Source: an optimization exercise on an open RTL-to-GDS flow (aim: small area). Production flows keep margins and buffers that such runs may drop. RTL that was checked went through simulation tests only; none was proved equivalent to the original. Function not checked in run 1: the RTL went through the layout flow alone. Power is estimated from default activity; no workload was simulated.

`flow/design.v`:
```
module fa(input a, input b, input c, output s, output co);
	assign s = a ^ b ^ c;
	assign co = (a & b) | (a & c) | (b & c);
endmodule
module ha(input a, input b, output s, output co);
	assign s = a ^ b;
	assign co = a & b;
endmodule
module xo(input a, input b, input r, output o);
	assign o = ~(~(a ^ b) | r);
endmodule
module hac(input a, input b, output s, output co);
	assign s = ~(a ^ b);
	assign co = a | b;
endmodule
module dotc(input rst, input [7:0] x1, input [7:0] y1, input [7:0] x2, input [7:0] y2, output [16:0] o);
	wire [16:0] t;
	wire n2 = ~(x1[0] & y1[0]) | ~(x2[0] & y2[0]);
	fa un3 (.a(~(x1[0] & y1[1])), .b(~(x1[1] & y1[0])), .c(~(x2[0] & y2[1])), .s(n3), .co(n4));
	fa un5 (.a(~(x2[1] & y2[0])), .b(n2), .c(n3), .s(n5), .co(n6));
	fa un7 (.a(~(x1[0] & y1[2])), .b(~(x1[1] & y1[1])), .c(~(x1[2] & y1[0])), .s(n7), .co(n8));
	fa un9 (.a(~(x2[0] & y2[2])), .b(~(x2[1] & y2[1])), .c(~(x2[2] & y2[0])), .s(n9), .co(n10));
	fa un11 (.a(n4), .b(n7), .c(n9), .s(n11), .co(n12));
	wire n14 = n6 | n11;
	fa un15 (.a(~(x1[0] & y1[3])), .b(~(x1[1] & y1[2])), .c(~(x1[2] & y1[1])), .s(n15), .co(n16));
	fa un17 (.a(~(x1[3] & y1[0])), .b(~(x2[0] & y2[3])), .c(~(x2[1] & y2[2])), .s(n17), .co(n18));
	fa un19 (.a(~(x2[2] & y2[1])), .b(~(x2[3] & y2[0])), .c(n10), .s(n19), .co(n20));
	fa un21 (.a(n8), .b(n15), .c(n17), .s(n21), .co(n22));
	fa un23 (.a(n19), .b(n12), .c(n21), .s(n23), .co(n24));
	wire n26 = n14 | n23;
	fa un27 (.a(~(x1[0] & y1[4])), .b(~(x1[1] & y1[3])), .c(~(x1[2] & y1[2])), .s(n27), .co(n28));
	fa un29 (.a(~(x1[3] & y1[1])), .b(~(x1[4] & y1[0])), .c(~(x2[0] & y2[4])), .s(n29), .co(n30));
	fa un31 (.a(~(x2[1] & y2[3])), .b(~(x2[2] & y2[2])), .c(~(x2[3] & y2[1])), .s(n31), .co(n32));
	fa un33 (.a(~(x2[4] & y2[0])), .b(n16), .c(n18), .s(n33), .co(n34));
	fa un35 (.a(n27), .b(n29), .c(n31), .s(n35), .co(n36));
	fa un37 (.a(n20), .b(n22), .c(n33), .s(n37), .co(n38));
	fa un39 (.a(n35), .b(n24), .c(n37), .s(n39), .co(n40));
	wire n42 = n26 | n39;
	fa un43 (.a(~(x1[0] & y1[5])), .b(~(x1[1] & y1[4])), .c(~(x1[2] & y1[3])), .s(n43), .co(n44));
	fa un45 (.a(~(x1[3] & y1[2])), .b(~(x1[4] & y1[1])), .c(~(x1[5] & y1[0])), .s(n45), .co(n46));
	fa un47 (.a(~(x2[0] & y2[5])), .b(~(x2[1] & y2[4])), .c(~(x2[2] & y2[3])), .s(n47), .co(n48));
	fa un49 (.a(~(x2[3] & y2[2])), .b(~(x2[4] & y2[1])), .c(~(x2[5] & y2[0])), .s(n49), .co(n50));
	fa un51 (.a(n28), .b(n30), .c(n32), .s(n51), .co(n52));
	fa un53 (.a(n43), .b(n45), .c(n47), .s(n53), .co(n54));
	fa un55 (.a(n49), .b(n34), .c(n36), .s(n55), .co(n56));
	fa un57 (.a(n51), .b(n53), .c(n38), .s(n57), .co(n58));
	fa un59 (.a(n55), .b(n40), .c(n57), .s(n59), .co(n60));
	wire n62 = n42 | n59;
	fa un63 (.a(~(x1[0] & y1[6])), .b(~(x1[1] & y1[5])), .c(~(x1[2] & y1[4])), .s(n63), .co(n64));
	fa un65 (.a(~(x1[3] & y1[3])), .b(~(x1[4] & y1[2])), .c(~(x1[5] & y1[1])), .s(n65), .co(n66));
	fa un67 (.a(~(x1[6] & y1[0])), .b(~(x2[0] & y2[6])), .c(~(x2[1] & y2[5])), .s(n67), .co(n68));
	fa un69 (.a(~(x2[2] & y2[4])), .b(~(x2[3] & y2[3])), .c(~(x2[4] & y2[2])), .s(n69), .co(n70));
	fa un71 (.a(~(x2[5] & y2[1])), .b(~(x2[6] & y2[0])), .c(n44), .s(n71), .co(n72));
	fa un73 (.a(n46), .b(n48), .c(n50), .s(n73), .co(n74));
	fa un75 (.a(n63), .b(n65), .c(n67), .s(n75), .co(n76));
	fa un77 (.a(n69), .b(n52), .c(n71), .s(n77), .co(n78));
	fa un79 (.a(n54), .b(n73), .c(n75), .s(n79), .co(n80));
	fa un81 (.a(n56), .b(n77), .c(n79), .s(n81), .co(n82));
	fa un83 (.a(n58), .b(n81), .c(n60), .s(n83), .co(n84));
	wire n86 = n62 | n83;
	fa un87 (.a(~(x1[0] & y1[7])), .b(~(x1[1] & y1[6])), .c(~(x1[2] & y1[5])), .s(n87), .co(n88));
	fa un89 (.a(~(x1[3] & y1[4])), .b(~(x1[4] & y1[3])), .c(~(x1[5] & y1[2])), .s(n89), .co(n90));
	fa un91 (.a(~(x1[6] & y1[1])), .b(~(x1[7] & y1[0])), .c(~(x2[0] & y2[7])), .s(n91), .co(n92));
	fa un93 (.a(~(x2[1] & y2[6])), .b(~(x2[2] & y2[5])), .c(~(x2[3] & y2[4])), .s(n93), .co(n94));
	fa un95 (.a(~(x2[4] & y2[3])), .b(~(x2[5] & y2[2])), .c(~(x2[6] & y2[1])), .s(n95), .co(n96));
	fa un97 (.a(~(x2[7] & y2[0])), .b(n64), .c(n66), .s(n97), .co(n98));
	fa un99 (.a(n68), .b(n70), .c(n87), .s(n99), .co(n100));
	fa un101 (.a(n89), .b(n91), .c(n93), .s(n101), .co(n102));
	fa un103 (.a(n95), .b(n72), .c(n74), .s(n103), .co(n104));
	fa un105 (.a(n76), .b(n97), .c(n99), .s(n105), .co(n106));
	fa un107 (.a(n101), .b(n78), .c(n103), .s(n107), .co(n108));
	fa un109 (.a(n80), .b(n105), .c(n107), .s(n109), .co(n110));
	fa un111 (.a(n82), .b(n109), .c(n84), .s(n111), .co(n112));
	wire n114 = n86 | n111;
	fa un115 (.a(~(x1[1] & y1[7])), .b(~(x1[2] & y1[6])), .c(~(x1[3] & y1[5])), .s(n115), .co(n116));
	fa un117 (.a(~(x1[4] & y1[4])), .b(~(x1[5] & y1[3])), .c(~(x1[6] & y1[2])), .s(n117), .co(n118));
	fa un119 (.a(~(x1[7] & y1[1])), .b(~(x2[1] & y2[7])), .c(~(x2[2] & y2[6])), .s(n119), .co(n120));
	fa un121 (.a(~(x2[3] & y2[5])), .b(~(x2[4] & y2[4])), .c(~(x2[5] & y2[3])), .s(n121), .co(n122));
	fa un123 (.a(~(x2[6] & y2[2])), .b(~(x2[7] & y2[1])), .c(n88), .s(n123), .co(n124));
	fa un125 (.a(n90), .b(n92), .c(n94), .s(n125), .co(n126));
	fa un127 (.a(n96), .b(n115), .c(n117), .s(n127), .co(n128));
	fa un129 (.a(n119), .b(n121), .c(n98), .s(n129), .co(n130));
	fa un131 (.a(n100), .b(n123), .c(n102), .s(n131), .co(n132));
	fa un133 (.a(n125), .b(n127), .c(n104), .s(n133), .co(n134));
	fa un135 (.a(n129), .b(n106), .c(n131), .s(n135), .co(n136));
	fa un137 (.a(n133), .b(n108), .c(n135), .s(n137), .co(n138));
	fa un139 (.a(n110), .b(n137), .c(n112), .s(n139), .co(n140));
	wire n142 = n114 | n139;
	fa un143 (.a(~(x1[2] & y1[7])), .b(~(x1[3] & y1[6])), .c(~(x1[4] & y1[5])), .s(n143), .co(n144));
	fa un145 (.a(~(x1[5] & y1[4])), .b(~(x1[6] & y1[3])), .c(~(x1[7] & y1[2])), .s(n145), .co(n146));
	fa un147 (.a(~(x2[2] & y2[7])), .b(~(x2[3] & y2[6])), .c(~(x2[4] & y2[5])), .s(n147), .co(n148));
	fa un149 (.a(~(x2[5] & y2[4])), .b(~(x2[6] & y2[3])), .c(~(x2[7] & y2[2])), .s(n149), .co(n150));
	fa un151 (.a(n116), .b(n118), .c(n120), .s(n151), .co(n152));
	fa un153 (.a(n122), .b(n143), .c(n145), .s(n153), .co(n154));
	fa un155 (.a(n147), .b(n149), .c(n124), .s(n155), .co(n156));
	fa un157 (.a(n126), .b(n128), .c(n151), .s(n157), .co(n158));
	fa un159 (.a(n153), .b(n130), .c(n155), .s(n159), .co(n160));
	fa un161 (.a(n132), .b(n157), .c(n134), .s(n161), .co(n162));
	fa un163 (.a(n159), .b(n136), .c(n161), .s(n163), .co(n164));
	fa un165 (.a(n138), .b(n163), .c(n140), .s(n165), .co(n166));
	wire n168 = n142 | n165;
	fa un169 (.a(~(x1[3] & y1[7])), .b(~(x1[4] & y1[6])), .c(~(x1[5] & y1[5])), .s(n169), .co(n170));
	fa un171 (.a(~(x1[6] & y1[4])), .b(~(x1[7] & y1[3])), .c(~(x2[3] & y2[7])), .s(n171), .co(n172));
	fa un173 (.a(~(x2[4] & y2[6])), .b(~(x2[5] & y2[5])), .c(~(x2[6] & y2[4])), .s(n173), .co(n174));
	fa un175 (.a(~(x2[7] & y2[3])), .b(n144), .c(n146), .s(n175), .co(n176));
	fa un177 (.a(n148), .b(n150), .c(n169), .s(n177), .co(n178));
	fa un179 (.a(n171), .b(n173), .c(n152), .s(n179), .co(n180));
	fa un181 (.a(n154), .b(n175), .c(n177), .s(n181), .co(n182));
	fa un183 (.a(n156), .b(n179), .c(n158), .s(n183), .co(n184));
	fa un185 (.a(n181), .b(n160), .c(n183), .s(n185), .co(n186));
	fa un187 (.a(n162), .b(n185), .c(n164), .s(n187), .co(n188));
	fa un189 (.a(~(x1[4] & y1[7])), .b(~(x1[5] & y1[6])), .c(~(x1[6] & y1[5])), .s(n189), .co(n190));
	fa un191 (.a(~(x1[7] & y1[4])), .b(~(x2[4] & y2[7])), .c(~(x2[5] & y2[6])), .s(n191), .co(n192));
	fa un193 (.a(~(x2[6] & y2[5])), .b(~(x2[7] & y2[4])), .c(n170), .s(n193), .co(n194));
	fa un195 (.a(n172), .b(n174), .c(n189), .s(n195), .co(n196));
	fa un197 (.a(n191), .b(n176), .c(n178), .s(n197), .co(n198));
	fa un199 (.a(n193), .b(n195), .c(n180), .s(n199), .co(n200));
	fa un201 (.a(n182), .b(n197), .c(n199), .s(n201), .co(n202));
	fa un203 (.a(n184), .b(n201), .c(n186), .s(n203), .co(n204));
	fa un205 (.a(~(x1[5] & y1[7])), .b(~(x1[6] & y1[6])), .c(~(x1[7] & y1[5])), .s(n205), .co(n206));
	fa un207 (.a(~(x2[5] & y2[7])), .b(~(x2[6] & y2[6])), .c(~(x2[7] & y2[5])), .s(n207), .co(n208));
	fa un209 (.a(n190), .b(n192), .c(n205), .s(n209), .co(n210));
	fa un211 (.a(n207), .b(n194), .c(n196), .s(n211), .co(n212));
	fa un213 (.a(n209), .b(n198), .c(n211), .s(n213), .co(n214));
	fa un215 (.a(n200), .b(n213), .c(n202), .s(n215), .co(n216));
	fa un217 (.a(~(x1[6] & y1[7])), .b(~(x1[7] & y1[6])), .c(~(x2[6] & y2[7])), .s(n217), .co(n218));
	fa un219 (.a(~(x2[7] & y2[6])), .b(n206), .c(n208), .s(n219), .co(n220));
	fa un221 (.a(n217), .b(n210), .c(n219), .s(n221), .co(n222));
	fa un223 (.a(n212), .b(n221), .c(n214), .s(n223), .co(n224));
	fa un225 (.a(~(x1[7] & y1[7])), .b(~(x2[7] & y2[7])), .c(n218), .s(n225), .co(n226));
	fa un227 (.a(n220), .b(n225), .c(n222), .s(n227), .co(n228));
	xo ux0 (.a(~(x1[0] & y1[0])), .b(~(x2[0] & y2[0])), .r(rst), .o(o[0]));
	assign t[0] = 1'b0;
	assign t[1] = n5;
	xo ux2 (.a(n6), .b(n11), .r(rst), .o(o[2]));
	assign t[2] = 1'b0;
	xo ux3 (.a(n14), .b(n23), .r(rst), .o(o[3]));
	assign t[3] = 1'b0;
	xo ux4 (.a(n26), .b(n39), .r(rst), .o(o[4]));
	assign t[4] = 1'b0;
	xo ux5 (.a(n42), .b(n59), .r(rst), .o(o[5]));
	assign t[5] = 1'b0;
	xo ux6 (.a(n62), .b(n83), .r(rst), .o(o[6]));
	assign t[6] = 1'b0;
	xo ux7 (.a(n86), .b(n111), .r(rst), .o(o[7]));
	assign t[7] = 1'b0;
	xo ux8 (.a(n114), .b(n139), .r(rst), .o(o[8]));
	assign t[8] = 1'b0;
	xo ux9 (.a(n142), .b(n165), .r(rst), .o(o[9]));
	assign t[9] = 1'b0;
	assign o[1] = ~(t[1] | rst);
	assign o[10] = ~(t[10] | rst);
	assign o[11] = ~(t[11] | rst);
	assign o[12] = ~(t[12] | rst);
	assign o[13] = ~(t[13] | rst);
	assign o[14] = ~(t[14] | rst);
	assign o[15] = ~(t[15] | rst);
	assign o[16] = ~(t[16] | rst);
	wire [6:0] x = {1'b1, n226, n227, n223, n215, n203, n187};
	wire [6:0] y = {1'b1, n228, n224, n216, n204, n188, n166};
	wire ci = n168;
	wire [6:0] s;
	assign t[16:10] = s;
	wire [7:0] g, p;
	wire [6:0] hp;
	assign g[0] = ci;
	assign p[0] = 1'b0;
	ha ug0 (.a(x[0]), .b(y[0]), .s(hp[0]), .co(g[1]));
	ha ug1 (.a(x[1]), .b(y[1]), .s(hp[1]), .co(g[2]));
	ha ug2 (.a(x[2]), .b(y[2]), .s(hp[2]), .co(g[3]));
	ha ug3 (.a(x[3]), .b(y[3]), .s(hp[3]), .co(g[4]));
	ha ug4 (.a(x[4]), .b(y[4]), .s(hp[4]), .co(g[5]));
	ha ug5 (.a(x[5]), .b(y[5]), .s(hp[5]), .co(g[6]));
	assign hp[6] = 1'b0;
	assign g[7] = 1'b1;
	assign p[7:1] = hp;
	wire G1 = g[1] | (p[1] & g[0]);
	wire P1 = p[1] & p[0];
	wire G2 = g[3] | (p[3] & g[2]);
	wire P2 = p[3] & p[2];
	wire G3 = g[5] | (p[5] & g[4]);
	wire P3 = p[5] & p[4];
	wire G4 = g[7] | (p[7] & g[6]);
	wire P4 = p[7] & p[6];
	wire G5 = G2 | (P2 & G1);
	wire P5 = P2 & P1;
	wire G6 = G4 | (P4 & G3);
	wire P6 = P4 & P3;
	wire G7 = G6 | (P6 & G5);
	wire P7 = P6 & P5;
	wire G8 = G3 | (P3 & G5);
	wire P8 = P3 & P5;
	wire G9 = g[2] | (p[2] & G1);
	wire P9 = p[2] & P1;
	wire G10 = g[4] | (p[4] & G5);
	wire P10 = p[4] & P5;
	wire G11 = g[6] | (p[6] & G8);
	wire P11 = p[6] & P8;
	assign s[0] = hp[0] ^ g[0];
	assign s[1] = hp[1] ^ G1;
	assign s[2] = hp[2] ^ G9;
	assign s[3] = hp[3] ^ G5;
	assign s[4] = hp[4] ^ G10;
	assign s[5] = hp[5] ^ G8;
	assign s[6] = hp[6] ^ G11;
endmodule
module p_1d(
	input clk, input rst,
	input [0:7] a_11, input [0:7] b_11,
	input [0:7] a_12, input [0:7] b_12,
	input [0:7] a_21, input [0:7] b_21,
	input [0:7] a_22, input [0:7] b_22,
	output [0:16] c_11,
	output [0:16] c_12,
	output [0:16] c_21,
	output [0:16] c_22
	);
	wire [16:0] t_11, t_12, t_21, t_22;
	reg [0:16] r_11, r_12, r_21, r_22;
	assign c_11 = r_11;
	assign c_12 = r_12;
	assign c_21 = r_21;
	assign c_22 = r_22;
	dotc d_11 (rst, a_11, b_11, a_12, b_21, t_11);
	dotc d_12 (rst, a_11, b_12, a_12, b_22, t_12);
	dotc d_21 (rst, a_21, b_11, a_22, b_21, t_21);
	dotc d_22 (rst, a_21, b_12, a_22, b_22, t_22);
	always @(posedge clk) begin
		r_11 <= t_11;
		r_12 <= t_12;
		r_21 <= t_21;
		r_22 <= t_22;
	end
endmodule
```
`flow/config.mk`:
```
export PLATFORM = sky130hd
export DESIGN_NAME = p_1d
export DESIGN_NICKNAME = p_1d
export VERILOG_FILES = /design/flow/design.v
export SDC_FILE = /design/flow/constraint.sdc
export NUM_CORES = 4
export LEC_CHECK = 0
export CAP_MARGIN = 0
export CORE_MARGIN = 2
export CORE_UTILIZATION = 70
export CTS_BUF_LIST = sky130_fd_sc_hd__clkbuf_4 sky130_fd_sc_hd__clkbuf_8
export CTS_CLUSTER_DIAMETER = 100
export CTS_CLUSTER_SIZE = 30
export GPL_TIMING_DRIVEN = 0
export SLEW_MARGIN = 0
export SYNTH_HIERARCHICAL = 1
```
`flow/constraint.sdc`:
```
create_clock -name core_clock -period 7.0 [get_ports {clk}]
set_input_delay 1.4000 -clock core_clock [delete_from_list [all_inputs] [get_ports {clk}]]
set_output_delay 1.4000 -clock core_clock [all_outputs]
set_load 0.01 [all_outputs]
```
`flow/standard.sh`:
```
#!/bin/bash
# synth_recipe.tcl (not shown) runs the flow's synth.tcl, then flattens the netlist and writes it again
# the make line also repeats each setting of config.mk as NAME=value (left out here)
make -C /OpenROAD-flow-scripts/flow DESIGN_CONFIG=/design/flow/config.mk WORK_HOME=/design/flow/orfs CLKGATE_MAP_FILE= SYNTH_SCRIPT=/design/flow/synth_recipe.tcl "${@:-finish}"
```
`flow/flow/run.sh`:
```
#!/bin/bash
# Own layout flow: the standard flow (standard.sh, unchanged synthesis)
# with smaller port buffers, a leaner clock tree (no dummy loads), the ABC
# buffers left to the resizer, and the delay cells kept out of the resizer's
# choices. The make output goes to flow_standard.log; ORFS keeps each step's
# own log under orfs/logs/.
set -euo pipefail
# appended to the platform's own DONT_USE_CELLS list by its config.mk
export DONT_USE_CELLS="sky130_fd_sc_hd__clkdlybuf4s15_1 sky130_fd_sc_hd__clkdlybuf4s15_2 sky130_fd_sc_hd__clkdlybuf4s18_1 sky130_fd_sc_hd__clkdlybuf4s18_2 sky130_fd_sc_hd__clkdlybuf4s25_1 sky130_fd_sc_hd__clkdlybuf4s25_2 sky130_fd_sc_hd__clkdlybuf4s50_1 sky130_fd_sc_hd__clkdlybuf4s50_2 sky130_fd_sc_hd__dlygate4sd1_1 sky130_fd_sc_hd__dlygate4sd2_1 sky130_fd_sc_hd__dlygate4sd3_1 sky130_fd_sc_hd__dlymetal6s2s_1 sky130_fd_sc_hd__dlymetal6s4s_1 sky130_fd_sc_hd__dlymetal6s6s_1"
bash standard.sh \
  "BUFFER_PORTS_ARGS=-buffer_cell sky130_fd_sc_hd__buf_1" \
  "CTS_ARGS=-sink_clustering_enable -repair_clock_nets -sink_clustering_size 30 -sink_clustering_max_diameter 100 -buf_list {sky130_fd_sc_hd__clkbuf_4 sky130_fd_sc_hd__clkbuf_8} -dont_use_dummy_load" \
  REMOVE_ABC_BUFFERS=1 MATCH_CELL_FOOTPRINT=0 \
  finish > flow_standard.log 2>&1
```
==> results of run 1 <==
==> worst max-delay path by stage <==
stage,endpoint,slack [ns],depth (start not counted)
2_1_floorplan,r_11[4],0.06,16
3_3_place_gp,r_22[4],-1.23,17
3_5_place_dp,r_11[4],-1.26,17
4_1_cts,r_11[4],0.004,16
5_1_grt,r_12[4],-0.02,17
6_report,r_11[4],0.12,17
==> modules after synthesis, one instance, submodules excluded <==
module	area, um2	flip-flops and latches	times used	cells inside
dotc	818	0	4	192
fa	20.0	0	420	1
ha	12.5	0	24	1
p_1d	1360	68	1	68
xo	12.5	0	36	2
==> power breakdown <==
part	internal, mW	switching [mW]	total [mW]	leakage, nW
logic	2.94	3.01	5.95	4.55
registers	0.578	0.0343	0.612	0.566
clock network	0.115	0.151	0.266	0.0647
==> cell usage after synthesis (8+ instances only) <==
cell type,number
clkbuf_1,132
nor2_1,56
ha_1,40
o21ai_0,8
or2_2,16
dfxtp_1,68
or3_1,12
fa_1,420
nand2_1,516
a21oi_1,12
xnor2_1,36
==> metal layers <==
layer / global-route usage (%) / vias to the layer above / routed length, um
met5: 0 / - / 0
met1: 53.0 / 5201 / 13100
met4: 7.51 / 0 / 558
met2: 56.3 / 665 / 15800
li1: - / 4088 / -
met3: 8.28 / 43 / 4000
==> cells by family (layout without fill, tap and decap cells) <==
group                    after synthesis  after routing  share of synthesized area, %
adder cells (fa/ha/maj)              460            460                          64.6
AO/OA/AOI/OAI                         32             32                          1.42
buffers and inverters                132            149                          3.59
flip-flops                            68             68                          9.87
AND/OR/NAND/NOR                      624            624                          18.3
XOR/XNOR                              36             36                          2.29
==> metrics by stage <==
stage                     TNS [ns]  std cells  instance area, um2
final                            0       1634               14900
after global routing       -0.0264       1634               14900
after CTS                        0       1631               14700
after detailed placement    -25.77       1619               14100
after global placement      -26.29       1618               14100
after floorplan                  0       1220               13300
==> registers in the layout, summed over array words and instances (netlist names) <==
| name | count |
|---|---|
| r_22 | 17 |
| r_12 | 17 |
| r_11 | 17 |
| r_21 | 17 |
==> cell type report <==
| cell class | instances | area, um2 | area share, % |
|---|---|---|---|
| Tap cell | 265 | 332 | 2.23 |
| Timing Repair Buffer | 140 | 1010 | 6.80 |
| Sequential cell | 68 | 1360 | 9.15 |
| Clock buffer | 9 | 124 | 0.833 |
| Multi-Input combinational cell | 1152 | 12100 | 81.0 |
==> timing repair <==
action	4_1_cts	5_1_grt
endpoints found under the setup margin	27	16
setup buffers	3	3
resized for setup	291	77
pin swaps	5	8
==> impl_metrics.yaml, run 1 <==
job:
  drv_cap: 0
grt:
  antenna_found_initial: 0
  track_usage_pct: 35.9
  grt_pass1_wl_mm: 55.9
  grt_max_degree: 37
  grt_overflow: 0
  grt_pass1_vias: 10800
clock_network:
  htreeDepth: 3
  clk_path_buf_depth: 2
  path_clk_slew_ns: 0.09
  cts_tree: "done"
  ctsHoldBuffers: 0
  clock_tree.root_cell: "clkbuf_8"
  clock-sinks: 68
  numCtsBuffers: 9
worst_setup_path:
  worst-path-buf-inv: 1
  critPathSlowestCell: "or4_4"
  critical_path_class: "input pin to flip-flop"
  crit_top_cell: "fa_1"
  crit_fanout: 16
  crit_family: "adder cells"
  path_cells: "buf_8 > nand2_1 > fa_1 > fa_2 > fa_1 > fa_1 > fa_2 > fa_1 > fa_2 > fa_1 > fa_1 > or4_4 > ha_2 > or2_2 > ha_1 > or3_1 > a21oi_2"
  crit_path_end_kind: "flip-flop"
  arrival_ns: 7.17
  slowest_delay_ns: 0.53
  cp-start-kind: "input pin"
  required_ns: 7.29
  startpoint: "b_21[4]"
timing:
  hold_slack_ns: 1.42
  period_needed_ns: 6.88
  finalSetupViolCount: 0
  worst_pin_slew_ns: 1.01
  final_hold_viol_count: 0
  period_share_pct: 98.3
  slew_violations: 0
  worst_slack_ns: 0.120
  fmax_mhz: 145
  relSlewSlack_pct: 32.6
die:
  ios: 134
  die_h_um: 144
  fp.dieW_um: 144
  die-area_mm2: 0.0208
  num_rows: 51
  start_util_pct: 71.1
  core_mm2: 0.0194
synth:
  ys_seq_area_share_pct: 9.87
  synthTopCellsByArea: "fa_1, nand2_1, dfxtp_1, ha_1, clkbuf_1"
  yosysUniqueCellTypes: 20
  synth_top_area_share_pct: 61.0
  synth-edff-count: 0
  ys_ff_latch: 68
  avgSynthCellArea_um2: 10.2
  ys.flop_type: "dfxtp_1"
  yosysTopAreaCell: "fa_1"
  synthArstFlopShare_pct: 0
  yosys_warnings: 217
  syn_inst: 1352
  syn_area_mm2: 0.0138
cells_and_area:
  antenna_cells: 0
  drive_above_1_share_pct: 11.2
  fillCellCount: 1338
  mostFrequentLayoutCells: "nand2_1, fa_1, buf_1"
  nets: 1897
  area_growth_pct: 7.86
  final_common_cell: "nand2_1"
  utilization_pct: 76.7
placement:
  portBuffers: 133
  dp_slack_ns: -1.26
  place_congestion: 0.903
  hpwl_mm: 23.8
hold_path:
  worstHoldStart: "b_11[7]"
  hold_depth: 4
  hold_end: "r_21[16]"
  worst_hold_path_type: "input pin to flip-flop"
drt:
  ant_nets: 0
  drc: 0
  drt_wl_total_mm: 33.5
  drt_iter0_drc: 872
  vias: 9997
  via_per_inst: 6.12
  first_pass_iters: 5
  routedWlPerCell_um: 20.5
pwr:
  power_density_mw_per_mm2: 459
  p_total_mw: 6.83
  vdd_drop_max_uv: 456
  leakagePower_nw: 5.19
outcome:
  status: "timing/DRC/antenna clean"
==> run 2, diff against run 1 <==
--- a/flow/design.v
+++ b/flow/design.v
@@ -99,35 +99,34 @@
 	fa un163 (.a(n159), .b(n136), .c(n161), .s(n163), .co(n164));
 	fa un165 (.a(n138), .b(n163), .c(n140), .s(n165), .co(n166));
-	wire n168 = n142 | n165;
-	fa un169 (.a(~(x1[3] & y1[7])), .b(~(x1[4] & y1[6])), .c(~(x1[5] & y1[5])), .s(n169), .co(n170));
-	fa un171 (.a(~(x1[6] & y1[4])), .b(~(x1[7] & y1[3])), .c(~(x2[3] & y2[7])), .s(n171), .co(n172));
-	fa un173 (.a(~(x2[4] & y2[6])), .b(~(x2[5] & y2[5])), .c(~(x2[6] & y2[4])), .s(n173), .co(n174));
-	fa un175 (.a(~(x2[7] & y2[3])), .b(n144), .c(n146), .s(n175), .co(n176));
-	fa un177 (.a(n148), .b(n150), .c(n169), .s(n177), .co(n178));
-	fa un179 (.a(n171), .b(n173), .c(n152), .s(n179), .co(n180));
-	fa un181 (.a(n154), .b(n175), .c(n177), .s(n181), .co(n182));
-	fa un183 (.a(n156), .b(n179), .c(n158), .s(n183), .co(n184));
-	fa un185 (.a(n181), .b(n160), .c(n183), .s(n185), .co(n186));
-	fa un187 (.a(n162), .b(n185), .c(n164), .s(n187), .co(n188));
-	fa un189 (.a(~(x1[4] & y1[7])), .b(~(x1[5] & y1[6])), .c(~(x1[6] & y1[5])), .s(n189), .co(n190));
-	fa un191 (.a(~(x1[7] & y1[4])), .b(~(x2[4] & y2[7])), .c(~(x2[5] & y2[6])), .s(n191), .co(n192));
-	fa un193 (.a(~(x2[6] & y2[5])), .b(~(x2[7] & y2[4])), .c(n170), .s(n193), .co(n194));
-	fa un195 (.a(n172), .b(n174), .c(n189), .s(n195), .co(n196));
-	fa un197 (.a(n191), .b(n176), .c(n178), .s(n197), .co(n198));
-	fa un199 (.a(n193), .b(n195), .c(n180), .s(n199), .co(n200));
-	fa un201 (.a(n182), .b(n197), .c(n199), .s(n201), .co(n202));
-	fa un203 (.a(n184), .b(n201), .c(n186), .s(n203), .co(n204));
-	fa un205 (.a(~(x1[5] & y1[7])), .b(~(x1[6] & y1[6])), .c(~(x1[7] & y1[5])), .s(n205), .co(n206));
-	fa un207 (.a(~(x2[5] & y2[7])), .b(~(x2[6] & y2[6])), .c(~(x2[7] & y2[5])), .s(n207), .co(n208));
-	fa un209 (.a(n190), .b(n192), .c(n205), .s(n209), .co(n210));
-	fa un211 (.a(n207), .b(n194), .c(n196), .s(n211), .co(n212));
-	fa un213 (.a(n209), .b(n198), .c(n211), .s(n213), .co(n214));
-	fa un215 (.a(n200), .b(n213), .c(n202), .s(n215), .co(n216));
-	fa un217 (.a(~(x1[6] & y1[7])), .b(~(x1[7] & y1[6])), .c(~(x2[6] & y2[7])), .s(n217), .co(n218));
-	fa un219 (.a(~(x2[7] & y2[6])), .b(n206), .c(n208), .s(n219), .co(n220));
-	fa un221 (.a(n217), .b(n210), .c(n219), .s(n221), .co(n222));
-	fa un223 (.a(n212), .b(n221), .c(n214), .s(n223), .co(n224));
-	fa un225 (.a(~(x1[7] & y1[7])), .b(~(x2[7] & y2[7])), .c(n218), .s(n225), .co(n226));
-	fa un227 (.a(n220), .b(n225), .c(n222), .s(n227), .co(n228));
+	fa un167 (.a(~(x1[3] & y1[7])), .b(~(x1[4] & y1[6])), .c(~(x1[5] & y1[5])), .s(n167), .co(n168));
+	fa un169 (.a(~(x1[6] & y1[4])), .b(~(x1[7] & y1[3])), .c(~(x2[3] & y2[7])), .s(n169), .co(n170));
+	fa un171 (.a(~(x2[4] & y2[6])), .b(~(x2[5] & y2[5])), .c(~(x2[6] & y2[4])), .s(n171), .co(n172));
+	fa un173 (.a(~(x2[7] & y2[3])), .b(n144), .c(n146), .s(n173), .co(n174));
+	fa un175 (.a(n148), .b(n150), .c(n167), .s(n175), .co(n176));
+	fa un177 (.a(n169), .b(n171), .c(n152), .s(n177), .co(n178));
+	fa un179 (.a(n154), .b(n173), .c(n175), .s(n179), .co(n180));
+	fa un181 (.a(n156), .b(n177), .c(n158), .s(n181), .co(n182));
+	fa un183 (.a(n179), .b(n160), .c(n181), .s(n183), .co(n184));
+	fa un185 (.a(n162), .b(n183), .c(n164), .s(n185), .co(n186));
+	fa un187 (.a(~(x1[4] & y1[7])), .b(~(x1[5] & y1[6])), .c(~(x1[6] & y1[5])), .s(n187), .co(n188));
+	fa un189 (.a(~(x1[7] & y1[4])), .b(~(x2[4] & y2[7])), .c(~(x2[5] & y2[6])), .s(n189), .co(n190));
+	fa un191 (.a(~(x2[6] & y2[5])), .b(~(x2[7] & y2[4])), .c(n168), .s(n191), .co(n192));
+	fa un193 (.a(n170), .b(n172), .c(n187), .s(n193), .co(n194));
+	fa un195 (.a(n189), .b(n174), .c(n176), .s(n195), .co(n196));
+	fa un197 (.a(n191), .b(n193), .c(n178), .s(n197), .co(n198));
+	fa un199 (.a(n180), .b(n195), .c(n197), .s(n199), .co(n200));
+	fa un201 (.a(n182), .b(n199), .c(n184), .s(n201), .co(n202));
+	fa un203 (.a(~(x1[5] & y1[7])), .b(~(x1[6] & y1[6])), .c(~(x1[7] & y1[5])), .s(n203), .co(n204));
+	fa un205 (.a(~(x2[5] & y2[7])), .b(~(x2[6] & y2[6])), .c(~(x2[7] & y2[5])), .s(n205), .co(n206));
+	fa un207 (.a(n188), .b(n190), .c(n203), .s(n207), .co(n208));
+	fa un209 (.a(n205), .b(n192), .c(n194), .s(n209), .co(n210));
+	fa un211 (.a(n207), .b(n196), .c(n209), .s(n211), .co(n212));
+	fa un213 (.a(n198), .b(n211), .c(n200), .s(n213), .co(n214));
+	fa un215 (.a(~(x1[6] & y1[7])), .b(~(x1[7] & y1[6])), .c(~(x2[6] & y2[7])), .s(n215), .co(n216));
+	fa un217 (.a(~(x2[7] & y2[6])), .b(n204), .c(n206), .s(n217), .co(n218));
+	fa un219 (.a(n215), .b(n208), .c(n217), .s(n219), .co(n220));
+	fa un221 (.a(n210), .b(n219), .c(n212), .s(n221), .co(n222));
+	fa un223 (.a(~(x1[7] & y1[7])), .b(~(x2[7] & y2[7])), .c(n216), .s(n223), .co(n224));
+	fa un225 (.a(n218), .b(n223), .c(n220), .s(n225), .co(n226));
 	xo ux0 (.a(~(x1[0] & y1[0])), .b(~(x2[0] & y2[0])), .r(rst), .o(o[0]));
 	assign t[0] = 1'b0;
@@ -147,7 +146,6 @@
 	xo ux8 (.a(n114), .b(n139), .r(rst), .o(o[8]));
 	assign t[8] = 1'b0;
-	xo ux9 (.a(n142), .b(n165), .r(rst), .o(o[9]));
-	assign t[9] = 1'b0;
 	assign o[1] = ~(t[1] | rst);
+	assign o[9] = ~(t[9] | rst);
 	assign o[10] = ~(t[10] | rst);
 	assign o[11] = ~(t[11] | rst);
@@ -157,14 +155,15 @@
 	assign o[15] = ~(t[15] | rst);
 	assign o[16] = ~(t[16] | rst);
-	wire [6:0] x = {1'b1, n226, n227, n223, n215, n203, n187};
-	wire [6:0] y = {1'b1, n228, n224, n216, n204, n188, n166};
-	wire ci = n168;
-	wire [6:0] s;
-	assign t[16:10] = s;
-	wire [7:0] g, p;
-	wire [6:0] hp;
+	wire [7:0] x = {1'b1, n224, n225, n221, n213, n201, n185, n165};
+	wire [7:0] y = {1'b1, n226, n222, n214, n202, n186, n166, 1'b1};
+	wire ci = n142;
+	wire [7:0] s;
+	assign t[16:9] = s;
+	wire [8:0] g, p;
+	wire [7:0] hp;
 	assign g[0] = ci;
 	assign p[0] = 1'b0;
-	ha ug0 (.a(x[0]), .b(y[0]), .s(hp[0]), .co(g[1]));
+	assign hp[0] = ~x[0];
+	assign g[1] = x[0];
 	ha ug1 (.a(x[1]), .b(y[1]), .s(hp[1]), .co(g[2]));
 	ha ug2 (.a(x[2]), .b(y[2]), .s(hp[2]), .co(g[3]));
@@ -172,7 +171,8 @@
 	ha ug4 (.a(x[4]), .b(y[4]), .s(hp[4]), .co(g[5]));
 	ha ug5 (.a(x[5]), .b(y[5]), .s(hp[5]), .co(g[6]));
-	assign hp[6] = 1'b0;
-	assign g[7] = 1'b1;
-	assign p[7:1] = hp;
+	ha ug6 (.a(x[6]), .b(y[6]), .s(hp[6]), .co(g[7]));
+	assign hp[7] = 1'b0;
+	assign g[8] = 1'b1;
+	assign p[8:1] = hp;
 	wire G1 = g[1] | (p[1] & g[0]);
 	wire P1 = p[1] & p[0];
@@ -197,4 +197,6 @@
 	wire G11 = g[6] | (p[6] & G8);
 	wire P11 = p[6] & P8;
+	wire G12 = g[8] | (p[8] & G7);
+	wire P12 = p[8] & P7;
 	assign s[0] = hp[0] ^ g[0];
 	assign s[1] = hp[1] ^ G1;
@@ -204,4 +206,5 @@
 	assign s[5] = hp[5] ^ G8;
 	assign s[6] = hp[6] ^ G11;
+	assign s[7] = hp[7] ^ G7;
 endmodule
 module p_1d(
--- a/flow/config.mk
+++ b/flow/config.mk
@@ -8,5 +8,5 @@
 export CAP_MARGIN = 0
 export CORE_MARGIN = 2
-export CORE_UTILIZATION = 70
+export CORE_UTILIZATION = 65
 export CTS_BUF_LIST = sky130_fd_sc_hd__clkbuf_4 sky130_fd_sc_hd__clkbuf_8
 export CTS_CLUSTER_DIAMETER = 100
==> impl_metrics.yaml, run 2 <==
outcome:
  status: "timing/DRC/antenna clean"
synth:
  avgSynthCellArea_um2: 10.1
  yosysTopAreaCell: "fa_1"
  synth_top_area_share_pct: 60.5
  syn_area_mm2: 0.0139
  synthArstFlopShare_pct: 0
  synthTopCellsByArea: "fa_1, nand2_1, dfxtp_1, ha_1, clkbuf_1"
  yosysUniqueCellTypes: 23
  ys_top_cells_by_count: "nand2_1, fa_1, clkbuf_1"
  synth-edff-count: 0
  ys_ff_latch: 68
  ys.flop_type: "dfxtp_1"
  ys_seq_area_share_pct: 9.80
  yosys_warnings: 217
  yosys.cell_count.top_type: "nand2_1"
  syn_inst: 1376
pwr:
  pwr-share-clk_pct: 4.4
  vdd_drop_max_uv: 483
  share_comb_of_total_power_pct: 85.8
  leakagePower_nw: 5.08
  p_total_mw: 6.19
  power_density_mw_per_mm2: 427
  switching_power_mw: 3.01
  p_int_mw: 3.18
  switching_share_pct: 48.6
  seq_power_share_pct: 9.8
worst_setup_path:
  crit_path_end_kind: "flip-flop"
  path_cells: "clkbuf_4 > nand2_1 > fa_1 > fa_1 > fa_1 > fa_1 > fa_1 > fa_1 > fa_1 > fa_1 > fa_1 > ha_1 > nand2_1 > o21ai_0 > a21bo_2 > ha_1 > or3_1 > a21oi_1"
  critical_path_class: "input pin to flip-flop"
  cp-start-kind: "input pin"
  critPathSlowestCell: "fa_1"
  slowest_delay_ns: 0.47
  crit_top_cell: "fa_1"
  required_ns: 7.29
  arrival_ns: 7.10
  crit_fanout: 16
timing:
  relSlewSlack_pct: 33.1
  fmax_mhz: 147
  period_share_pct: 97.2
  worst_pin_slew_ns: 1.00
  hold_slack_ns: 1.47
  period_needed_ns: 6.81
  slew_violations: 0
  rsz0062_at_grt: "false"
  finalSetupViolCount: 0
  finalSetupTns_ns: 0
  final_hold_viol_count: 0
grt:
  grt_overflow: 0
  grt_pass1_vias: 10500
  grt_pass1_wl_mm: 55.4
  grt_max_degree: 40
  antenna_found_initial: 0
  track_usage_pct: 32.8
drt:
  routedWlPerCell_um: 19.8
  drt_iter0_drc: 690
  ant_nets: 0
  vias: 9902
  drc: 0
  via_per_inst: 5.96
  drt_wl_total_mm: 32.9
  first_pass_iters: 5
die:
  ios: 134
  num_rows: 53
  die-area_mm2: 0.0226
  start_util_pct: 66.1
  fp.dieW_um: 150
  die_h_um: 150
  core_mm2: 0.0210
clock_network:
  numCtsBuffers: 9
  post-cts-setup-buffer-count: 0
  clock_tree.root_cell: "clkbuf_8"
  ctsHoldBuffers: 0
  cts_tree: "done"
  path_clk_slew_ns: 0.09
  clock-sinks: 68
  htreeDepth: 3
  clk_path_buf_depth: 2
cells_and_area:
  final_common_cell: "nand2_1"
  mostFrequentLayoutCells: "nand2_1, fa_1, buf_1"
  fin_area_mm2: 0.0145
  area_growth_pct: 4.56
  fillCellCount: 1659
  nets: 1915
  antenna_cells: 0
  drive_above_1_share_pct: 6.42
placement:
  place_congestion: 0.848
  post_dp_cell_area_mm2: 0.0143
  hpwl_mm: 24.1
  portBuffers: 133
hold_path:
  worst_hold_path_type: "input pin to flip-flop"
job:
  drv_cap: 0
==> run 2: layer usage <==
| layer | global-route usage [%] | wire (um) | vias up |
|---|---|---|---|
| met4 | 9.39 | 826 | 0 |
| met2 | 49.7 | 14700 | 571 |
| met1 | 49.6 | 13800 | 5125 |
| met3 | 6.06 | 3520 | 45 |
| li1 | - | - | 4161 |
| met5 | 0 | 0 | - |
==> run 2: per-module statistics from Yosys (local to each module, per instance) <==
module  flops+latches  cells inside  cell area (um2)
dotc                0           200              855
fa                  0             1             20.0
ha                  0             1             12.5
p_1d               68            68             1360
xo                  0             2             12.5
==> run 2: power by group through the flow <==
stage / registers, mW / clock network (mW) / logic, mW
after floorplan: 0.691 / 0 / 4.01
after global placement: 0.619 / 0 / 5.16
after detailed placement: 0.615 / 0 / 5.35
after CTS: 0.608 / 0.286 / 5.38
after global routing: 0.623 / 0.297 / 6.14
final: 0.608 / 0.274 / 5.31
==> run 2: cells by family after synthesis <==
| logic type | share of synthesized area [%] |
|---|---|
| and+or+nand+nor | 18.2 |
| adders and majority gates | 64.1 |
| buffers and inverters | 3.78 |
| DFF | 9.80 |
| AOI/OAI and AO/OA | 2.09 |
| xor gates and xnor gates | 2.02 |
==> run 2: cell type report <==
class / instances / area, um2 / area share, %
repair buffers: 134 / 661 / 4.55
clock buffers: 9 / 124 / 0.853
multi-input cells: 1168 / 12000 / 82.6
inverters: 8 / 30.0 / 0.207
well taps: 275 / 344 / 2.37
flip-flops and latches: 68 / 1360 / 9.37
==> run 2: what timing repair did <==
item                                    CTS  global route
endpoints found under the setup margin   18            10
cloned                                    0             0
resized for setup                        97            78
==> run 2: worst paths after layout <==
kind	to	slack [ns]	from	depth (start not counted)
hold / removal	r_11[16]	1.47	b_11[7]	4
setup / recovery	r_22[1]	0.19	b_22[5]	18
==> run 2: stage by stage <==
stage | cells | setup slack (ns) | util (%)
floorplan | 1244 | 0.444 | -
detailed placement | 1653 | -0.780 | 67.8
CTS | 1662 | 0.000901 | 68.8
global placement | 1652 | -0.744 | 67.7
global route | 1662 | 0.00187 | 69.1
finish | 1662 | 0.194 | 69.1
==> run 2: critical path, delay by kind of cell <==
kind	cells	cell delay, ns
AO/OA/AOI/OAI	3	0.58
adder cells (fa/ha/maj)	11	4.24
buffers and inverters	1	0.30
AND/OR/NAND/NOR	3	0.56
==> run 3, diff against run 2 <==
--- a/flow/config.mk
+++ b/flow/config.mk
@@ -8,5 +8,5 @@
 export CAP_MARGIN = 0
 export CORE_MARGIN = 2
-export CORE_UTILIZATION = 65
+export CORE_UTILIZATION = 70
 export CTS_BUF_LIST = sky130_fd_sc_hd__clkbuf_4 sky130_fd_sc_hd__clkbuf_8
 export CTS_CLUSTER_DIAMETER = 100
==> impl_metrics.yaml, run 3 <==
synth:
  yosysTopAreaCell: "fa_1"
  yosys.cell_count.top_type: "nand2_1"
  ys_top_cells_by_count: "nand2_1, fa_1, clkbuf_1"
  ys_seq_area_share_pct: 9.80
  yosys_warnings: 217
  synth-edff-count: 0
  ys.flop_type: "dfxtp_1"
  synthTopCellsByArea: "fa_1, nand2_1, dfxtp_1, ha_1, clkbuf_1"
  synthArstFlopShare_pct: 0
  yosysUniqueCellTypes: 23
  syn_inst: 1376
  synth_top_area_share_pct: 60.5
  ys_ff_latch: 68
  syn_area_mm2: 0.0139
  avgSynthCellArea_um2: 10.1
worst_setup_path:
  required_ns: 7.30
  slowest_delay_ns: 0.47
  crit_top_cell: "fa_1"
  path_cells: "clkbuf_4 > nand2_1 > fa_1 > fa_1 > fa_1 > fa_1 > fa_1 > fa_1 > fa_1 > fa_1 > fa_1 > ha_1 > nand2_1 > o21ai_0 > a21bo_2 > ha_1 > or3_1 > a21oi_1"
  critical_path_class: "input pin to flip-flop"
  crit_fanout: 16
  cp-start-kind: "input pin"
  crit_path_end_kind: "flip-flop"
  critPathSlowestCell: "fa_1"
  arrival_ns: 7.09
die:
  num_rows: 51
  start_util_pct: 71.4
  ios: 134
  die-area_mm2: 0.0210
  fp.dieW_um: 145
  core_mm2: 0.0195
  die_h_um: 145
timing:
  slew_violations: 0
  period_share_pct: 96.9
  relSlewSlack_pct: 30.9
  final_hold_viol_count: 0
  fmax_mhz: 147
  worst_pin_slew_ns: 1.04
  finalSetupTns_ns: 0
  period_needed_ns: 6.79
  finalSetupViolCount: 0
  rsz0062_at_grt: "false"
drt:
  via_per_inst: 6.01
  ant_nets: 0
  drt_wl_total_mm: 32.7
  drt_iter0_drc: 849
  drc: 0
  vias: 9927
  first_pass_iters: 5
  routedWlPerCell_um: 19.8
hold_path:
  worstHoldStart: "a_11[7]"
  hold_depth: 4
  worst_hold_path_type: "input pin to flip-flop"
  hold_end: "r_11[16]"
cells_and_area:
  area_growth_pct: 4.49
  nets: 1915
  layout.cells.non_filler: 1652
  final_common_cell: "nand2_1"
  drive_above_1_share_pct: 6.42
  utilization_pct: 74.6
  mostFrequentLayoutCells: "nand2_1, fa_1, buf_1"
  antenna_cells: 0
outcome:
  status: "timing/DRC/antenna clean"
pwr:
  power_density_mw_per_mm2: 427
  leakagePower_nw: 5.08
  vdd_drop_max_uv: 469
placement:
  dp_cells: 1643
  place_congestion: 0.878
  hpwl_mm: 23.7
  portBuffers: 133
grt:
  grt_overflow: 0
  grt_max_degree: 39
  grt_pass1_wl_mm: 54.3
  antenna_found_initial: 0
  grt_pass1_vias: 10500
  track_usage_pct: 34.9
clock_network:
  clock_tree.root_cell: "clkbuf_8"
  cts_tree: "done"
  post-cts-setup-buffer-count: 0
  clk_path_buf_depth: 2
  htreeDepth: 3
  path_clk_slew_ns: 0.08
  clock-sinks: 68
  numCtsBuffers: 9
job:
  drv_cap: 0
run 3: per-module statistics from Yosys, one instance, submodules excluded:
module | copies in the design | cell area, um2 | cells inside
xo | 32 | 12.5 | 2
fa | 420 | 20.0 | 1
dotc | 4 | 855 | 200
ha | 24 | 12.5 | 1
p_1d | 1 | 1360 | 68
run 3: worst max path at each step:
| stage | start | to | slack [ns] | cells after the start |
|---|---|---|---|---|
| after floorplan | a_11[7] | r_11[1] | 0.44 | 17 |
| after global placement | b_21[5] | r_21[1] | -0.72 | 18 |
| after detailed placement | b_21[5] | r_11[1] | -0.79 | 18 |
| after CTS | a_11[1] | r_12[1] | 0.004 | 17 |
| after global routing | b_11[4] | r_21[1] | 0.007 | 18 |
| final | b_22[5] | r_22[1] | 0.21 | 18 |
run 3: layout make-up:
class	instances	area, um2
multi-input combinational	1168	12000
tap	265	332
clock buffer	9	124
inverter	8	30.0
fill	1408	4950
sequential	68	1360
timing repair buffer	134	663
run 3: per-layer routing:
metal	global-route usage (%)	vias to the layer above	wire [um]
met5	0	-	0
met4	11.8	0	847
met3	8.79	54	4030
met2	51.3	624	14700
met1	51.8	5088	13100
li1	-	4161	-
run 3: timing repair:
action	CTS	global route
hold buffers	0	0
resized for setup	90	89
pin swaps	0	0
endpoints found under the setup margin	17	11
run 3: where the power goes:
part           internal [mW]  switching (mW)
clock                  0.115           0.162
combinational           2.49            2.83
sequential             0.577          0.0310
run 3: critical path: cells and delay by family:
kind,cells,cell delay [ns]
AND/OR/NAND/NOR,3,0.57
buffers and inverters,1,0.30
AO/OA/AOI/OAI,3,0.56
adder cells (fa/ha/maj),11,4.24
run 3: logic make-up (layout without fill, tap and decap cells):
family,Yosys count,count (layout),synth area share (%)
XOR/XNOR,32,32,2.02
AO/OA/AOI/OAI,52,52,2.09
buffers and inverters,140,151,3.78
AND/OR/NAND/NOR,624,624,18.2
flip-flops,68,68,9.80
adder cells (fa/ha/maj),460,460,64.1
run 3: metrics by stage:
step / worst slack [ns] / hold WS (ns) / cell area [um2] / total power [mW]
after floorplan: 0.444 / 1.47 / 13400 / 4.70
after CTS: 0.00382 / 1.55 / 14400 / 6.23
after global placement: -0.717 / 1.79 / 14200 / 5.74
after detailed placement: -0.789 / 1.78 / 14200 / 5.93
final: 0.215 / 1.47 / 14500 / 6.20
after global routing: 0.00686 / 1.53 / 14500 / 7.07
==> run 4, diff against run 3 <==
--- a/flow/flow/run.sh
+++ b/flow/flow/run.sh
@@ -10,5 +10,5 @@
 bash standard.sh \
   "BUFFER_PORTS_ARGS=-buffer_cell sky130_fd_sc_hd__buf_1" \
-  "CTS_ARGS=-sink_clustering_enable -repair_clock_nets -sink_clustering_size 30 -sink_clustering_max_diameter 100 -buf_list {sky130_fd_sc_hd__clkbuf_4 sky130_fd_sc_hd__clkbuf_8} -dont_use_dummy_load" \
+  "CTS_ARGS=-sink_clustering_enable -repair_clock_nets -sink_clustering_size 20 -sink_clustering_max_diameter 80 -buf_list {sky130_fd_sc_hd__clkbuf_2 sky130_fd_sc_hd__clkbuf_4 sky130_fd_sc_hd__clkbuf_8} -dont_use_dummy_load" \
   REMOVE_ABC_BUFFERS=1 MATCH_CELL_FOOTPRINT=0 \
   finish > flow_standard.log 2>&1
==> impl_metrics.yaml, run 4 <==
clock_network:
  path_clk_slew_ns: 0.08
  numCtsBuffers: 9
  clock_tree.root_cell: "clkbuf_8"
  cts-resized-gates: 90
  htreeDepth: 3
  cts_tree: "done"
  post-cts-setup-buffer-count: 0
  ctsHoldBuffers: 0
  clock-sinks: 68
  clk_path_buf_depth: 2
pwr:
  vdd_drop_max_uv: 469
  seq_power_share_pct: 9.8
  p_int_mw: 3.18
  power_density_mw_per_mm2: 427
  leakagePower_nw: 5.08
  share_comb_of_total_power_pct: 85.7
  p_total_mw: 6.20
  switching_power_mw: 3.02
  pwr-share-clk_pct: 4.5
  switching_share_pct: 48.7
timing:
  worst_pin_slew_ns: 1.04
  period_needed_ns: 6.79
  rsz0062_at_grt: "false"
  slew_violations: 0
  fmax_mhz: 147
  final_hold_viol_count: 0
  finalSetupViolCount: 0
  period_share_pct: 96.9
  relSlewSlack_pct: 30.9
  hold_slack_ns: 1.47
grt:
  grt_pass1_wl_mm: 54.3
  antenna_found_initial: 0
  grt_overflow: 0
  grt_max_degree: 39
  grt_pass1_vias: 10500
  track_usage_pct: 34.9
die:
  core_mm2: 0.0195
  die_h_um: 145
  fp.dieW_um: 145
  start_util_pct: 71.4
  die-area_mm2: 0.0210
  ios: 134
  num_rows: 51
cells_and_area:
  nets: 1915
  fin_area_mm2: 0.0145
  drive_above_1_share_pct: 6.42
  fillCellCount: 1408
  mostFrequentLayoutCells: "nand2_1, fa_1, buf_1"
  antenna_cells: 0
  final_common_cell: "nand2_1"
  area_growth_pct: 4.49
drt:
  drt_iter0_drc: 849
  via_per_inst: 6.01
  vias: 9927
  drt_wl_total_mm: 32.7
  drc: 0
  routedWlPerCell_um: 19.8
  first_pass_iters: 5
  ant_nets: 0
hold_path:
  worst_hold_path_type: "input pin to flip-flop"
  worstHoldStart: "a_11[7]"
  hold_depth: 4
worst_setup_path:
  cp-start-kind: "input pin"
  crit_path_end_kind: "flip-flop"
  required_ns: 7.30
  crit_top_cell: "fa_1"
  crit_end: "r_22[1]"
  critPathSlowestCell: "fa_1"
  slowest_delay_ns: 0.47
  critical_path_class: "input pin to flip-flop"
  startpoint: "b_22[5]"
  crit_fanout: 16
  path_cells: "clkbuf_4 > nand2_1 > fa_1 > fa_1 > fa_1 > fa_1 > fa_1 > fa_1 > fa_1 > fa_1 > fa_1 > ha_1 > nand2_1 > o21ai_0 > a21bo_2 > ha_1 > or3_1 > a21oi_1"
  arrival_ns: 7.09
job:
  drv_cap: 0
synth:
  syn_area_mm2: 0.0139
  ys_ff_latch: 68
  ys_top_cells_by_count: "nand2_1, fa_1, clkbuf_1"
  synth_top_area_share_pct: 60.5
  synthTopCellsByArea: "fa_1, nand2_1, dfxtp_1, ha_1, clkbuf_1"
  yosys.cell_count.top_type: "nand2_1"
  yosys_warnings: 217
  ys.flop_type: "dfxtp_1"
  syn_inst: 1376
  avgSynthCellArea_um2: 10.1
  synth-edff-count: 0
  synthArstFlopShare_pct: 0
  yosysTopAreaCell: "fa_1"
  ys_seq_area_share_pct: 9.80
  yosysUniqueCellTypes: 23
placement:
  hpwl_mm: 23.7
  post_dp_cell_area_mm2: 0.0142
  portBuffers: 133
  place_congestion: 0.878
outcome:
  status: "timing/DRC/antenna clean"
run 4: cell counts in the layout (fill, tap and decap cells not counted):
Identical to the previous run, type by type.
run 4: metal layers:
metal | part of all wire [%] | GRT usage, % | vias up
li1 | - | - | 4161
met1 | 40 | 51.8 | 5088
met2 | 45 | 51.3 | 624
met3 | 12 | 8.79 | 54
met4 | 2.6 | 11.8 | 0
met5 | 0 | 0 | -
run 4: metrics by stage:
stage	TNS [ns]	utilization (%)	setup slack (ns)	instances
finish	0	74.6	0.215	1652
global route	0	74.6	0.00686	1652
floorplan	0	-	0.444	1244
detailed placement	-11.64	73.2	-0.789	1643
CTS	0	74.2	0.00382	1652
global placement	-10.72	73.1	-0.717	1642
run 4: logic make-up (layout without fill, tap and decap cells):
kind of cell	count (synthesis)	count (layout)	synth area share [%]
DFF	68	68	9.80
xor gates and xnor gates	32	32	2.02
buffers and inverters	140	151	3.78
adders and majority gates	460	460	64.1
and+or+nand+nor	624	624	18.2
AOI/OAI and AO/OA	52	52	2.09
run 4: Yosys stat by module, one instance, submodules excluded:
module / times used / flops+latches / cells
ha: 24 / 0 / 1
xo: 32 / 0 / 2
fa: 420 / 0 / 1
dotc: 4 / 0 / 200
p_1d: 1 / 68 / 68
run 4: worst min-delay path by stage:
stage / endpoint / slack, ns
5_1_grt: r_12[16] / 1.53
3_5_place_dp: c_12[11] / 1.78
2_1_floorplan: r_11[1] / 1.47
3_3_place_gp: c_11[12] / 1.79
4_1_cts: r_11[4] / 1.55
6_report: r_11[16] / 1.47
run 4: final cells by class:
type / count / area [um2] / share of cell area (%)
Sequential cell: 68 / 1360 / 9.38
Tap cell: 265 / 332 / 2.28
Inverter: 8 / 30.0 / 0.207
Clock buffer: 9 / 124 / 0.854
Timing Repair Buffer: 134 / 663 / 4.57
Multi-Input combinational cell: 1168 / 12000 / 82.7
run 4: power groups by stage:
stage                     clock network, mW  registers [mW]  logic (mW)
after floorplan                           0           0.691        4.01
after global placement                    0           0.617        5.13
after detailed placement                  0           0.617        5.31
after CTS                             0.284           0.609        5.34
after global routing                  0.293           0.623        6.16
final                                 0.277           0.608        5.32
run 4: worst max-delay path, delay by kind of cell:
kind | cells | cell delay, ns
simple gates | 3 | 0.57
buf+inv | 1 | 0.30
compound gates | 3 | 0.56
fa+ha+maj | 11 | 4.24
==> run 5, diff against run 4 <==
--- a/flow/flow/run.sh
+++ b/flow/flow/run.sh
@@ -10,5 +10,5 @@
 bash standard.sh \
   "BUFFER_PORTS_ARGS=-buffer_cell sky130_fd_sc_hd__buf_1" \
-  "CTS_ARGS=-sink_clustering_enable -repair_clock_nets -sink_clustering_size 20 -sink_clustering_max_diameter 80 -buf_list {sky130_fd_sc_hd__clkbuf_2 sky130_fd_sc_hd__clkbuf_4 sky130_fd_sc_hd__clkbuf_8} -dont_use_dummy_load" \
+  "CTS_ARGS=-sink_clustering_enable -repair_clock_nets -sink_clustering_size 10 -sink_clustering_max_diameter 60 -buf_list {sky130_fd_sc_hd__clkbuf_4 sky130_fd_sc_hd__clkbuf_8} -dont_use_dummy_load" \
   REMOVE_ABC_BUFFERS=1 MATCH_CELL_FOOTPRINT=0 \
   finish > flow_standard.log 2>&1
==> impl_metrics.yaml, run 5 <==
clock_network:
  clk_path_buf_depth: 2
  cts_tree: "done"
  post-cts-setup-buffer-count: 0
  clock_tree.root_cell: "clkbuf_8"
  ctsHoldBuffers: 0
  numCtsBuffers: 9
  path_clk_slew_ns: 0.08
  htreeDepth: 3
  clock-sinks: 68
  cts-resized-gates: 90
synth:
  yosys.cell_count.top_type: "nand2_1"
  ys_top_cells_by_count: "nand2_1, fa_1, clkbuf_1"
  synthArstFlopShare_pct: 0
  synthTopCellsByArea: "fa_1, nand2_1, dfxtp_1, ha_1, clkbuf_1"
  syn_area_mm2: 0.0139
  syn_inst: 1376
  ys_ff_latch: 68
  ys_seq_area_share_pct: 9.80
  avgSynthCellArea_um2: 10.1
  synth-edff-count: 0
  yosysTopAreaCell: "fa_1"
  synth_top_area_share_pct: 60.5
  yosys_warnings: 217
  ys.flop_type: "dfxtp_1"
  yosysUniqueCellTypes: 23
timing:
  period_share_pct: 96.9
  period_needed_ns: 6.79
  final_hold_viol_count: 0
  fmax_mhz: 147
  worst_pin_slew_ns: 1.04
  slew_violations: 0
  relSlewSlack_pct: 30.9
  worst_slack_ns: 0.215
  rsz0062_at_grt: "false"
  finalSetupViolCount: 0
die:
  die-area_mm2: 0.0210
  ios: 134
  core_mm2: 0.0195
  fp.dieW_um: 145
  num_rows: 51
  die_h_um: 145
  start_util_pct: 71.4
grt:
  grtUsageMet1_pct: 51.8
  track_usage_pct: 34.9
  grt_use_met3_pct: 8.79
  grt_pass1_vias: 10500
  grt_overflow: 0
  grt_pass1_wl_mm: 54.3
  antenna_found_initial: 0
  grt_max_degree: 39
  grt_util_met2_pct: 51.3
  busiest_layer: "met1"
hold_path:
  worst_hold_path_type: "input pin to flip-flop"
  worstHoldStart: "a_11[7]"
cells_and_area:
  nets: 1915
  drive_above_1_share_pct: 6.42
  antenna_cells: 0
  utilization_pct: 74.6
  area_growth_pct: 4.49
  fillCellCount: 1408
  seq_area_mm2: 0.00136
  final_common_cell: "nand2_1"
  multi_input_area_mm2: 0.0120
  mostFrequentLayoutCells: "nand2_1, fa_1, buf_1"
placement:
  place_congestion: 0.878
  dp_slack_ns: -0.789
  hpwl_mm: 23.7
  portBuffers: 133
drt:
  vias: 9927
  drc: 0
  first_pass_iters: 5
  drt_iter0_drc: 849
  via_per_inst: 6.01
  drt_wl_total_mm: 32.7
  routedWlPerCell_um: 19.8
  ant_nets: 0
pwr:
  power_density_mw_per_mm2: 427
  vdd_drop_max_uv: 469
  p_total_mw: 6.20
  leakagePower_nw: 5.08
outcome:
  status: "timing/DRC/antenna clean"
worst_setup_path:
  crit_fanout: 16
  cp-start-kind: "input pin"
  required_ns: 7.30
  crit_path_end_kind: "flip-flop"
  critical_path_class: "input pin to flip-flop"
  arrival_ns: 7.09
  startpoint: "b_22[5]"
job:
  drv_cap: 0
## run 5: cell counts after synthesis
Identical to the previous run, type by type.
## run 5: modules after synthesis, one instance, submodules excluded
module	cells	area, um2
dotc	200	855
fa	1	20.0
ha	1	12.5
p_1d	68	1360
xo	2	12.5
## run 5: cells by family (layout without fill, tap and decap cells)
family,count (synthesis),after routing,share of synthesized area (%)
buf+inv,140,151,3.78
flops,68,68,9.80
simple gates,624,624,18.2
xor+xnor,32,32,2.02
fa+ha+maj,460,460,64.1
compound gates,52,52,2.09
## run 5: layout make-up
type | count | share of cell area [%]
multi-input combinational | 1168 | 82.7
sequential | 68 | 9.38
timing repair buffer | 134 | 4.57
tap | 265 | 2.28
clock buffer | 9 | 0.854
inverter | 8 | 0.207
## run 5: per-stage QoR
stage          TNS [ns]  hold WS [ns]  area (um2)  cells
4_1_cts               0          1.55       14400   1652
5_1_grt               0          1.53       14500   1652
2_1_floorplan         0          1.47       13400   1244
3_5_place_dp     -11.64          1.78       14200   1643
3_3_place_gp     -10.72          1.79       14200   1642
6_report              0          1.47       14500   1652
## run 5: worst max-delay path, stage by stage
cell	delay (ns)
clkbuf_4	0.30
nand2_1	0.14
fa_1	0.45
fa_1	0.47
fa_1	0.45
fa_1	0.42
fa_1	0.41
fa_1	0.39
fa_1	0.38
fa_1	0.39
fa_1	0.39
ha_1	0.31
nand2_1	0.07
o21ai_0	0.17
a21bo_2	0.25
ha_1	0.18
or3_1	0.36
a21oi_1	0.14
## run 5: path summary, 6_finish.rpt
check / slack, ns / to / cells past startpoint
hold / removal: 1.47 / r_11[16] / 4
setup / recovery: 0.21 / r_22[1] / 18
## run 5: layer usage
layer | routed length, um | vias to the layer above
li1 | - | 4161
met1 | 13100 | 5088
met2 | 14700 | 624
met3 | 4030 | 54
met4 | 847 | 0
met5 | 0 | -
## run 5: power by group
part / leakage, nW / internal [mW] / switching, mW
combinational: 4.45 / 2.49 / 2.83
sequential: 0.566 / 0.577 / 0.0310
clock: 0.0647 / 0.115 / 0.162

## separate check: timing with driven ports
In the flow no input, the clock included, has a driving cell. The finished layouts below were timed again as built, in two steps.
Step 1 assumes that a clkbuf_16 drives the clock port and a buf_2 every other input.
Step 2 moves the port delays by t, midway between the first and last clock arrival at a register: inputs arrive t later, outputs are due t later. That takes back most of the time a late clock gives input paths.
Three values: no drivers, after step 1, after step 2; two values: the first two.
run | t (ns) | slack for setup (ns) | hold WS [ns] | worst slew at a driven data input, ns
run 1 | 0.412 | 0.120 / 0.110 / -0.302 | 1.415 / 1.418 / 1.791 | 0.08
run 2 | 0.414 | 0.194 / 0.211 / -0.203 | 1.475 / 1.454 / 1.795 | 0.04
run 3 | 0.418 | 0.215 / 0.234 / -0.185 | 1.473 / 1.451 / 1.791 | 0.05
run 4 | 0.418 | 0.215 / 0.234 / -0.185 | 1.473 / 1.451 / 1.791 | 0.05
run 5 | 0.418 | 0.215 / 0.234 / -0.185 | 1.473 / 1.451 / 1.791 | 0.05
Met with ideal ports but missed after step 2: setup timing in every run listed. For run 1, which loses most, drivers alone change the setup slack by -0.010 ns; drivers and shift together by -0.422 ns.
